Source: an optimization exercise on an open RTL-to-GDS flow (aim: small area and a short achievable clock period). Production flows keep margins and buffers that such runs may drop. At most, simulation tests tie the RTL to the original design; equivalence was not proved. Power is estimated from default activity; no workload was simulated.

==> tundra <==
Design DALU, start of the top module:
module DALU(clk, rst, in_valid, instruction, out_valid, out);
input clk, rst, in_valid;
input [18:0] instruction;
output [15:0] out;
output reg out_valid;
wire [18:0] ins = instruction;
wire [2:0] op = ins[18:16];
wire [5:0] s = ins[15:10];
wire [5:0] tt = ins[9:4];
wire [3:0] f = ins[3:0];
wire op0 = op == 3'd0, mo1 = op == 3'd1, mo2 = op == 3'd2, mo3 = op == 3'd3, mo4 = op == 3'd4;
wire mlog = op0 & (f == 4'd0 | f == 4'd1 | f == 4'd2);
wire madd = op0 & (f == 4'd3);
wire msub = op0 & (f == 4'd4);
wire selAs = madd | msub | mo3 | mo4;
wire pass = (op0 & (f <= 4'd4)) | mo3 | mo4;
wire [5:0] sx = s ^ tt, sa = s & tt;
wire lx = op0 & (f == 4'd1 | f == 4'd2), la = op0 & (f == 4'd0 | f == 4'd1);
wire [6:0] nt = 7'd0 - {tt[5], tt};
reg [7:0] r0, r1;
always @* begin
  case (f[1:0])
    2'b01: r0 = {{2{tt[5]}}, tt};
    2'b10: r0 = {nt, 1'b0};
    2'b11: r0 = {nt[6], nt};
    default: r0 = 8'd0;
  endcase
  case (f[3:1])
    3'b001, 3'b010: r1 = {{2{tt[5]}}, tt};
    3'b011: r1 = {tt[5], tt, 1'b0};
    3'b100: r1 = {nt, 1'b0};
    3'b101, 3'b110: r1 = {nt[6], nt};
    default: r1 = 8'd0;
  endcase
end
wire [7:0] w;
wire a0 = ~(s[1]);
wire a1, a2;
DALU_ha u_a1 (.a(s[2]), .b(tt[2]), .s(a1), .co(a2));
wire a3, a4;
DALU_ha u_a3 (.a(s[3]), .b(tt[3]), .s(a3), .co(a4));
wire a5, a6;
DALU_ha u_a5 (.a(s[4]), .b(tt[4]), .s(a5), .co(a6));
wire a7, a8;
DALU_ha u_a7 (.a(s[5]), .b(tt[5]), .s(a7), .co(a8));
wire a9, a10;
DALU_ha u_a9 (.a(s[5]), .b(tt[5]), .s(a9), .co(a10));
wire a11, a12;
  ...
clock: 9.0 ns
lec_check: 0
abc_area: 1
cap_margin: 20
core_margin: 2
core_utilization: 40
cts_buf_list: sky130_fd_sc_hd__clkbuf_8
place_density: 0.8
slew_margin: 20
synth_hierarchical: 1
synth_minimum_keep_size: 0
buffer_ports_args: -buffer_cell sky130_fd_sc_hd__buf_2
setup_slack_margin: 5.3
standard.sh (not shown) runs the stock make flow with config.mk's settings and CLKGATE_MAP_FILE= SYNTH_SCRIPT=/design/flow/synth_recipe.tcl, a recipe that flattens the netlist after the stock synthesis.
==> flow/flow/run.sh <==
#!/bin/bash
# The standard layout with three changes: buf_2 port buffers instead of the
# resizer's default choice (a slow delay cell); an area-oriented restructure of
# the combinational logic after the floorplan; timing repair aiming at 5.3 ns
# of setup slack.
set -euo pipefail
here=$(pwd)
echo 'export BUFFER_PORTS_ARGS = -buffer_cell sky130_fd_sc_hd__buf_2' >> config.mk
echo 'export SETUP_SLACK_MARGIN = 5.3' >> config.mk
bash standard.sh floorplan > flow_floorplan.log 2>&1
res=$here/orfs/results/$FLOW_PLATFORM/DALU/base
lib=$FLOW_HOME/platforms/$FLOW_PLATFORM/lib/sky130_fd_sc_hd__tt_025C_1v80.lib
python3 flow/filtlib.py $lib rmp_cells.lib lpflow probe > filtlib.log 2>&1
RESULTS=$res WORK=$here LIB=$lib \
  openroad -no_init -exit flow/restructure.tcl > restructure.log 2>&1
bash standard.sh finish > flow_finish.log 2>&1
==> flow/flow/filtlib.py <==
# Copy a liberty file without the cells matching the given name fragments.
import sys, re
src, dst = sys.argv[1], sys.argv[2]
drop = sys.argv[3:]
out = []
skip = 0
depth = 0
with open(src) as f:
    for line in f:
        if skip == 0:
            m = re.match(r'\s*cell\s*\(\s*"?([\w]+)"?\s*\)', line)
            if m and any(d in m.group(1) for d in drop):
                skip = 1
                depth = line.count('{') - line.count('}')
                if depth <= 0 and '{' in line:
                    skip = 0
                continue
            out.append(line)
        else:
            depth += line.count('{') - line.count('}')
            if depth <= 0:
                skip = 0
with open(dst, 'w') as f:
    f.writelines(out)
==> flow/flow/restructure.tcl <==
# Area-oriented re-mapping of the combinational logic of the floorplanned
# netlist (registers untouched), before placement.
set res $::env(RESULTS)
read_db $res/2_floorplan.odb
read_liberty $::env(LIB)
read_sdc $res/2_floorplan.sdc
proc core_area {} {
  set a 0
  foreach i [[ord::get_db_block] getInsts] {
    set m [$i getMaster]
    if {[$m getType] eq "CORE"} { set a [expr {$a + [$m getWidth] * [$m getHeight]}] }
  }
  return [expr {$a / 1e6}]
}
puts "restructure: cell area before [core_area]"
file mkdir $::env(WORK)/rmp
restructure -target area -liberty_file $::env(WORK)/rmp_cells.lib \
  -tielo_port sky130_fd_sc_hd__conb_1/LO -tiehi_port sky130_fd_sc_hd__conb_1/HI \
  -work_dir $::env(WORK)/rmp -abc_logfile $::env(WORK)/restructure_abc.log
puts "restructure: cell area after [core_area]"
write_db $res/2_floorplan.odb
==> violet (differences from tundra) <==
==> flow/flow/run.sh (replaced) <==
#!/bin/bash
# The standard layout, with the port buffers made of buf_2 cells instead of
# the resizer's default choice (a slow delay cell), and timing repair aiming
# at 5.25 ns of setup slack.
set -euo pipefail
echo 'export BUFFER_PORTS_ARGS = -buffer_cell sky130_fd_sc_hd__buf_2' >> config.mk
echo 'export SETUP_SLACK_MARGIN = 5.25' >> config.mk
bash standard.sh finish > flow.log 2>&1
SETUP_SLACK_MARGIN = 5.25   (was 5.3)
removed: flow/flow/filtlib.py
removed: flow/flow/restructure.tcl
==> zinc (differences from tundra) <==
==> flow/flow/run.sh (replaced) <==
#!/bin/bash
# The standard layout, with the port buffers made of buf_2 cells instead of
# the resizer's default choice (a slow delay cell), and timing repair aiming
# at 5.3 ns of setup slack.
set -euo pipefail
echo 'export BUFFER_PORTS_ARGS = -buffer_cell sky130_fd_sc_hd__buf_2' >> config.mk
echo 'export SETUP_SLACK_MARGIN = 5.3' >> config.mk
bash standard.sh finish > flow.log 2>&1
CORE_UTILIZATION = 60   (was 40)
removed: flow/flow/filtlib.py
removed: flow/flow/restructure.tcl
==> summary of the runs <==
- Hold slack: violet < zinc < tundra.
- First-iteration DRC count, lowest first: violet, zinc, tundra.
- violet ran to the end with no violations. zinc passed the timing, DRC and antenna checks. tundra completed with no timing, DRC or antenna violations.
- Of violet and tundra, violet has the higher maximum frequency (gap 15%, measured against tundra).
- Between zinc and violet, the lower die area is in zinc (gap 32%, measured against violet).
- Global-route usage: zinc > violet > tundra.
- Routed wire length: zinc is higher than violet (about 12%).
- Combinational power: zinc is higher than violet (4.4%).
- Between violet and zinc, the lower count of clock-buffer cells in the layout is in violet (gap 1).
- Between violet and tundra, the lower critical path depth is in violet (gap 3).

---

==> run a: inputs <==
DALU, a different RTL version from the one above (not shown whole).
Settings: LEC_CHECK=0, ABC_AREA=1, CAP_MARGIN=20, CORE_MARGIN=2, CORE_UTILIZATION=40, CTS_BUF_LIST=sky130_fd_sc_hd__clkbuf_8, SETUP_SLACK_MARGIN=5, SLEW_MARGIN=20, SYNTH_HIERARCHICAL=1, SYNTH_MINIMUM_KEEP_SIZE=0, BUFFER_PORTS_ARGS=-buffer_cell sky130_fd_sc_hd__buf_2; clock period 9.0 ns.
==> flow/flow/run.sh <==
#!/bin/bash
# The standard layout, with the port buffers made of buf_2 cells instead of
# the resizer's default choice (a slow delay cell).
set -euo pipefail
echo 'export BUFFER_PORTS_ARGS = -buffer_cell sky130_fd_sc_hd__buf_2' >> config.mk
bash standard.sh finish > flow.log 2>&1
==> run b (differences from run a) <==
--- a/flow/design.v
+++ b/flow/design.v
@@ -11,11 +11,10 @@
 wire op0 = op == 3'd0, mo1 = op == 3'd1, mo2 = op == 3'd2, mo3 = op == 3'd3, mo4 = op == 3'd4;
 wire mlog = op0 & (f == 4'd0 | f == 4'd1 | f == 4'd2);
 wire madd = op0 & (f == 4'd3);
 wire msub = op0 & (f == 4'd4);
 wire selAs = madd | msub | mo3 | mo4;
-wire selT = madd | msub, selI = mo3 | mo4, inv = msub | mo4;
 wire pass = (op0 & (f <= 4'd4)) | mo3 | mo4;
 wire [5:0] lg = f[1] ? (s ^ tt) : f[0] ? (s | tt) : (s & tt);
 wire [6:0] nt = 7'd0 - {tt[5], tt};
 reg [7:0] r0, r1;
 always @* begin
@@ -125,10 +124,12 @@
 reg ya3;
 reg ya4;
 reg ya5;
 reg ya6;
 reg ya7;
+reg ya8;
+reg ya9;
 reg yb0;
 reg yb1;
 reg yb2;
 reg yb3;
 reg yb4;
@@ -169,28 +170,30 @@
 reg pb6;
 reg pb7;
 always @(posedge clk) begin
   v1 <= in_valid & ~rst;
   out_valid <= v1 & ~rst;
-  ya0 <= (selAs & s[0]) | (mo1 & r0[0]) | (mlog & lg[0]);
-  ya1 <= (selAs & s[1]) | (mo1 & r0[1]) | (mlog & lg[1]);
-  ya2 <= (selAs & s[2]) | (mo1 & r0[2]) | (mlog & lg[2]);
-  ya3 <= (selAs & s[3]) | (mo1 & r0[3]) | (mlog & lg[3]);
-  ya4 <= (selAs & s[4]) | (mo1 & r0[4]) | (mlog & lg[4]) | (mo2 & ~w[1]);
-  ya5 <= (selAs & s[5]) | (mo1 & r0[5]) | (mlog & lg[5]) | (mo2 & ~w[1]);
-  ya6 <= (selAs & s[5]) | (mo1 & r0[6]) | (mlog & lg[5]) | (mo2 & ~w[1]);
-  ya7 <= (selAs & s[5]) | (mo1 & r0[7]) | (mlog & lg[5]) | (mo2 & ~w[1]);
-  yb0 <= (madd & tt[0]) | (msub & nt[0]) | (mo3 & ins[0]) | (mo4 & ~ins[0]) | (mo1 & 1'b0) | (mo2 & 1'b0);
-  yb1 <= (madd & tt[1]) | (msub & nt[1]) | (mo3 & ins[1]) | (mo4 & ~ins[1]) | (mo1 & 1'b0) | (mo2 & 1'b0);
-  yb2 <= (madd & tt[2]) | (msub & nt[2]) | (mo3 & ins[2]) | (mo4 & ~ins[2]) | (mo1 & r1[0]) | (mo2 & 1'b0);
-  yb3 <= (madd & tt[3]) | (msub & nt[3]) | (mo3 & ins[3]) | (mo4 & ~ins[3]) | (mo1 & r1[1]) | (mo2 & w[0]);
-  yb4 <= (madd & tt[4]) | (msub & nt[4]) | (mo3 & ins[4]) | (mo4 & ~ins[4]) | (mo1 & r1[2]) | (mo2 & w[2]);
-  yb5 <= (madd & tt[5]) | (msub & nt[5]) | (mo3 & ins[5]) | (mo4 & ~ins[5]) | (mo1 & r1[3]) | (mo2 & w[3]);
-  yb6 <= (madd & tt[5]) | (msub & nt[6]) | (mo3 & ins[6]) | (mo4 & ~ins[6]) | (mo1 & r1[4]) | (mo2 & w[4]);
-  yb7 <= (madd & tt[5]) | (msub & nt[6]) | (mo3 & ins[7]) | (mo4 & ~ins[7]) | (mo1 & r1[5]) | (mo2 & w[5]);
-  yb8 <= (madd & tt[5]) | (msub & nt[6]) | (mo3 & ins[8]) | (mo4 & ~ins[8]) | (mo1 & r1[6]) | (mo2 & w[6]);
-  yb9 <= (madd & tt[5]) | (msub & nt[6]) | (mo3 & ins[9]) | (mo4 & ~ins[9]) | (mo1 & r1[7]) | (mo2 & w[7]);
+  ya0 <= (selAs & s[0]) | (mo1 & r0[0]) | (mlog & lg[0]) | (mo2 & 1'b0);
+  ya1 <= (selAs & s[1]) | (mo1 & r0[1]) | (mlog & lg[1]) | (mo2 & 1'b0);
+  ya2 <= (selAs & s[2]) | (mo1 & r0[2]) | (mlog & lg[2]) | (mo2 & 1'b0);
+  ya3 <= (selAs & s[3]) | (mo1 & r0[3]) | (mlog & lg[3]) | (mo2 & w[0]);
+  ya4 <= (selAs & s[4]) | (mo1 & r0[4]) | (mlog & lg[4]) | (mo2 & w[2]);
+  ya5 <= (selAs & s[5]) | (mo1 & r0[5]) | (mlog & lg[5]) | (mo2 & w[3]);
+  ya6 <= (selAs & s[5]) | (mo1 & r0[6]) | (mlog & lg[5]) | (mo2 & w[4]);
+  ya7 <= (selAs & s[5]) | (mo1 & r0[7]) | (mlog & lg[5]) | (mo2 & w[5]);
+  ya8 <= (selAs & s[5]) | (mo1 & r0[7]) | (mlog & lg[5]) | (mo2 & w[6]);
+  ya9 <= (selAs & s[5]) | (mo1 & r0[7]) | (mlog & lg[5]) | (mo2 & w[7]);
+  yb0 <= (madd & tt[0]) | (msub & nt[0]) | (mo3 & ins[0]) | (mo4 & ~ins[0]) | (mo1 & 1'b0);
+  yb1 <= (madd & tt[1]) | (msub & nt[1]) | (mo3 & ins[1]) | (mo4 & ~ins[1]) | (mo1 & 1'b0);
+  yb2 <= (madd & tt[2]) | (msub & nt[2]) | (mo3 & ins[2]) | (mo4 & ~ins[2]) | (mo1 & r1[0]);
+  yb3 <= (madd & tt[3]) | (msub & nt[3]) | (mo3 & ins[3]) | (mo4 & ~ins[3]) | (mo1 & r1[1]);
+  yb4 <= (madd & tt[4]) | (msub & nt[4]) | (mo3 & ins[4]) | (mo4 & ~ins[4]) | (mo1 & r1[2]) | (mo2 & ~w[1]);
+  yb5 <= (madd & tt[5]) | (msub & nt[5]) | (mo3 & ins[5]) | (mo4 & ~ins[5]) | (mo1 & r1[3]) | (mo2 & ~w[1]);
+  yb6 <= (madd & tt[5]) | (msub & nt[6]) | (mo3 & ins[6]) | (mo4 & ~ins[6]) | (mo1 & r1[4]) | (mo2 & ~w[1]);
+  yb7 <= (madd & tt[5]) | (msub & nt[6]) | (mo3 & ins[7]) | (mo4 & ~ins[7]) | (mo1 & r1[5]) | (mo2 & ~w[1]);
+  yb8 <= (madd & tt[5]) | (msub & nt[6]) | (mo3 & ins[8]) | (mo4 & ~ins[8]) | (mo1 & r1[6]) | (mo2 & ~w[1]);
+  yb9 <= (madd & tt[5]) | (msub & nt[6]) | (mo3 & ins[9]) | (mo4 & ~ins[9]) | (mo1 & r1[7]) | (mo2 & ~w[1]);
   yc0 <= mo4;
   x0 <= mo1 ? s[0] : mo2 ? w[2] : pass;
   x1 <= mo1 ? s[1] : mo2 ? w[3] : 1'b0;
   x2 <= mo1 ? s[2] : mo2 ? w[4] : 1'b0;
   x3 <= mo1 ? s[3] : mo2 ? w[5] : 1'b0;
@@ -237,15 +240,15 @@
 wire m12, m13;
 DALU_ha u_m12 (.a(ya6), .b(yb6), .s(m12), .co(m13));
 wire m14, m15;
 DALU_ha u_m14 (.a(ya7), .b(yb7), .s(m14), .co(m15));
 wire m16, m17;
-DALU_ha u_m16 (.a(ya7), .b(yb8), .s(m16), .co(m17));
+DALU_ha u_m16 (.a(ya8), .b(yb8), .s(m16), .co(m17));
 wire m18, m19;
-DALU_ha u_m18 (.a(ya7), .b(yb9), .s(m18), .co(m19));
+DALU_ha u_m18 (.a(ya9), .b(yb9), .s(m18), .co(m19));
 wire m20, m21;
-DALU_ha u_m20 (.a(ya7), .b(yb9), .s(m20), .co(m21));
+DALU_ha u_m20 (.a(ya9), .b(yb9), .s(m20), .co(m21));
 wire m22 = m3 | (m2 & m1);
 wire m23 = m2 & m0;
 wire m24 = m7 | (m6 & m5);
 wire m25 = m6 & m4;
 wire m26 = m11 | (m10 & m9);
==> flow/flow/run.sh (replaced) <==
#!/bin/bash
# The standard layout, with the port buffers made of buf_2 cells instead of
# the resizer's default choice (a slow delay cell), and timing repair aiming
# at 5.5 ns of setup slack.
set -euo pipefail
echo 'export BUFFER_PORTS_ARGS = -buffer_cell sky130_fd_sc_hd__buf_2' >> config.mk
echo 'export SETUP_SLACK_MARGIN = 5.5' >> config.mk
bash standard.sh finish > flow.log 2>&1
- SETUP_SLACK_MARGIN: 5 -> 5.5
==> run c (differences from run a) <==
--- a/flow/design.v
+++ b/flow/design.v
@@ -11,11 +11,10 @@
 wire op0 = op == 3'd0, mo1 = op == 3'd1, mo2 = op == 3'd2, mo3 = op == 3'd3, mo4 = op == 3'd4;
 wire mlog = op0 & (f == 4'd0 | f == 4'd1 | f == 4'd2);
 wire madd = op0 & (f == 4'd3);
 wire msub = op0 & (f == 4'd4);
 wire selAs = madd | msub | mo3 | mo4;
-wire selT = madd | msub, selI = mo3 | mo4, inv = msub | mo4;
 wire pass = (op0 & (f <= 4'd4)) | mo3 | mo4;
 wire [5:0] lg = f[1] ? (s ^ tt) : f[0] ? (s | tt) : (s & tt);
 wire [6:0] nt = 7'd0 - {tt[5], tt};
 reg [7:0] r0, r1;
 always @* begin
@@ -125,10 +124,12 @@
 reg ya3;
 reg ya4;
 reg ya5;
 reg ya6;
 reg ya7;
+reg ya8;
+reg ya9;
 reg yb0;
 reg yb1;
 reg yb2;
 reg yb3;
 reg yb4;
@@ -169,28 +170,30 @@
 reg pb6;
 reg pb7;
 always @(posedge clk) begin
   v1 <= in_valid & ~rst;
   out_valid <= v1 & ~rst;
-  ya0 <= (selAs & s[0]) | (mo1 & r0[0]) | (mlog & lg[0]);
-  ya1 <= (selAs & s[1]) | (mo1 & r0[1]) | (mlog & lg[1]);
-  ya2 <= (selAs & s[2]) | (mo1 & r0[2]) | (mlog & lg[2]);
-  ya3 <= (selAs & s[3]) | (mo1 & r0[3]) | (mlog & lg[3]);
-  ya4 <= (selAs & s[4]) | (mo1 & r0[4]) | (mlog & lg[4]) | (mo2 & ~w[1]);
-  ya5 <= (selAs & s[5]) | (mo1 & r0[5]) | (mlog & lg[5]) | (mo2 & ~w[1]);
-  ya6 <= (selAs & s[5]) | (mo1 & r0[6]) | (mlog & lg[5]) | (mo2 & ~w[1]);
-  ya7 <= (selAs & s[5]) | (mo1 & r0[7]) | (mlog & lg[5]) | (mo2 & ~w[1]);
-  yb0 <= (madd & tt[0]) | (msub & nt[0]) | (mo3 & ins[0]) | (mo4 & ~ins[0]) | (mo1 & 1'b0) | (mo2 & 1'b0);
-  yb1 <= (madd & tt[1]) | (msub & nt[1]) | (mo3 & ins[1]) | (mo4 & ~ins[1]) | (mo1 & 1'b0) | (mo2 & 1'b0);
-  yb2 <= (madd & tt[2]) | (msub & nt[2]) | (mo3 & ins[2]) | (mo4 & ~ins[2]) | (mo1 & r1[0]) | (mo2 & 1'b0);
-  yb3 <= (madd & tt[3]) | (msub & nt[3]) | (mo3 & ins[3]) | (mo4 & ~ins[3]) | (mo1 & r1[1]) | (mo2 & w[0]);
-  yb4 <= (madd & tt[4]) | (msub & nt[4]) | (mo3 & ins[4]) | (mo4 & ~ins[4]) | (mo1 & r1[2]) | (mo2 & w[2]);
-  yb5 <= (madd & tt[5]) | (msub & nt[5]) | (mo3 & ins[5]) | (mo4 & ~ins[5]) | (mo1 & r1[3]) | (mo2 & w[3]);
-  yb6 <= (madd & tt[5]) | (msub & nt[6]) | (mo3 & ins[6]) | (mo4 & ~ins[6]) | (mo1 & r1[4]) | (mo2 & w[4]);
-  yb7 <= (madd & tt[5]) | (msub & nt[6]) | (mo3 & ins[7]) | (mo4 & ~ins[7]) | (mo1 & r1[5]) | (mo2 & w[5]);
-  yb8 <= (madd & tt[5]) | (msub & nt[6]) | (mo3 & ins[8]) | (mo4 & ~ins[8]) | (mo1 & r1[6]) | (mo2 & w[6]);
-  yb9 <= (madd & tt[5]) | (msub & nt[6]) | (mo3 & ins[9]) | (mo4 & ~ins[9]) | (mo1 & r1[7]) | (mo2 & w[7]);
+  ya0 <= (selAs & s[0]) | (mo1 & r0[0]) | (mlog & lg[0]) | (mo2 & 1'b0);
+  ya1 <= (selAs & s[1]) | (mo1 & r0[1]) | (mlog & lg[1]) | (mo2 & 1'b0);
+  ya2 <= (selAs & s[2]) | (mo1 & r0[2]) | (mlog & lg[2]) | (mo2 & 1'b0);
+  ya3 <= (selAs & s[3]) | (mo1 & r0[3]) | (mlog & lg[3]) | (mo2 & w[0]);
+  ya4 <= (selAs & s[4]) | (mo1 & r0[4]) | (mlog & lg[4]) | (mo2 & w[2]);
+  ya5 <= (selAs & s[5]) | (mo1 & r0[5]) | (mlog & lg[5]) | (mo2 & w[3]);
+  ya6 <= (selAs & s[5]) | (mo1 & r0[6]) | (mlog & lg[5]) | (mo2 & w[4]);
+  ya7 <= (selAs & s[5]) | (mo1 & r0[7]) | (mlog & lg[5]) | (mo2 & w[5]);
+  ya8 <= (selAs & s[5]) | (mo1 & r0[7]) | (mlog & lg[5]) | (mo2 & w[6]);
+  ya9 <= (selAs & s[5]) | (mo1 & r0[7]) | (mlog & lg[5]) | (mo2 & w[7]);
+  yb0 <= (madd & tt[0]) | (msub & nt[0]) | (mo3 & ins[0]) | (mo4 & ~ins[0]) | (mo1 & 1'b0);
+  yb1 <= (madd & tt[1]) | (msub & nt[1]) | (mo3 & ins[1]) | (mo4 & ~ins[1]) | (mo1 & 1'b0);
+  yb2 <= (madd & tt[2]) | (msub & nt[2]) | (mo3 & ins[2]) | (mo4 & ~ins[2]) | (mo1 & r1[0]);
+  yb3 <= (madd & tt[3]) | (msub & nt[3]) | (mo3 & ins[3]) | (mo4 & ~ins[3]) | (mo1 & r1[1]);
+  yb4 <= (madd & tt[4]) | (msub & nt[4]) | (mo3 & ins[4]) | (mo4 & ~ins[4]) | (mo1 & r1[2]) | (mo2 & ~w[1]);
+  yb5 <= (madd & tt[5]) | (msub & nt[5]) | (mo3 & ins[5]) | (mo4 & ~ins[5]) | (mo1 & r1[3]) | (mo2 & ~w[1]);
+  yb6 <= (madd & tt[5]) | (msub & nt[6]) | (mo3 & ins[6]) | (mo4 & ~ins[6]) | (mo1 & r1[4]) | (mo2 & ~w[1]);
+  yb7 <= (madd & tt[5]) | (msub & nt[6]) | (mo3 & ins[7]) | (mo4 & ~ins[7]) | (mo1 & r1[5]) | (mo2 & ~w[1]);
+  yb8 <= (madd & tt[5]) | (msub & nt[6]) | (mo3 & ins[8]) | (mo4 & ~ins[8]) | (mo1 & r1[6]) | (mo2 & ~w[1]);
+  yb9 <= (madd & tt[5]) | (msub & nt[6]) | (mo3 & ins[9]) | (mo4 & ~ins[9]) | (mo1 & r1[7]) | (mo2 & ~w[1]);
   yc0 <= mo4;
   x0 <= mo1 ? s[0] : mo2 ? w[2] : pass;
   x1 <= mo1 ? s[1] : mo2 ? w[3] : 1'b0;
   x2 <= mo1 ? s[2] : mo2 ? w[4] : 1'b0;
   x3 <= mo1 ? s[3] : mo2 ? w[5] : 1'b0;
@@ -237,15 +240,15 @@
 wire m12, m13;
 DALU_ha u_m12 (.a(ya6), .b(yb6), .s(m12), .co(m13));
 wire m14, m15;
 DALU_ha u_m14 (.a(ya7), .b(yb7), .s(m14), .co(m15));
 wire m16, m17;
-DALU_ha u_m16 (.a(ya7), .b(yb8), .s(m16), .co(m17));
+DALU_ha u_m16 (.a(ya8), .b(yb8), .s(m16), .co(m17));
 wire m18, m19;
-DALU_ha u_m18 (.a(ya7), .b(yb9), .s(m18), .co(m19));
+DALU_ha u_m18 (.a(ya9), .b(yb9), .s(m18), .co(m19));
 wire m20, m21;
-DALU_ha u_m20 (.a(ya7), .b(yb9), .s(m20), .co(m21));
+DALU_ha u_m20 (.a(ya9), .b(yb9), .s(m20), .co(m21));
 wire m22 = m3 | (m2 & m1);
 wire m23 = m2 & m0;
 wire m24 = m7 | (m6 & m5);
 wire m25 = m6 & m4;
 wire m26 = m11 | (m10 & m9);
- CORE_UTILIZATION: 40 -> 60
==> results.txt <==
vias 4,255; Core ar. 7810 um2; multi-input gate count approximately 470; outcome finished clean; Finished Layout Cells 748
(the above is from run c)
==> results.txt <==
Clock Path Buffers 2; multi-input gate count 466; vias 4,180; outcome finished clean; Fin. Hold Viols 0; combinational power share 54.5%; Core ar. about 12,000 um2
(the above is from run a)
==> results.txt <==
multi-input gate count ~470; outcome finished clean; Core ar. 12,000 um2; vias around 4.3k; Finished Layout Cells 806
(the above is from run b)
No functional check of the RTL was part of run a.

[static timing again, ports no longer ideal]
The flow's constraints put no driver on any port. The routed layouts listed below were extracted and timed again, unchanged, in two steps. Step 1 assumes that a clkbuf_16 drives the clock port and a buf_2 every other input. Step 2 moves the port delays by t, midway between the first and last clock arrival at a register: inputs arrive t later, outputs are due t later. That takes back most of the time a late clock gives input paths. Slacks: ideal / step 1 / step 2; pairs: ideal / step 1.
run	t (ns)	setup WS [ns]	worst slew at a driven data input, ns
tundra	0.329	4.832 / 4.802 / 5.023	0.04
violet	0.346	5.389 / 5.359 / 5.064	0.03
zinc	0.335	5.382 / 5.354 / 5.081	0.04
run a	0.336	5.178 / 5.145 / 4.858	0.03
run b	0.349	5.479 / 5.460 / 5.112	0.07
run c	0.337	5.164 / 5.164 / 4.940	0.03
After both steps every run listed still meets setup and hold. For run b, which loses most, drivers alone change the setup slack by -0.019 ns; drivers and shift together by -0.367 ns.
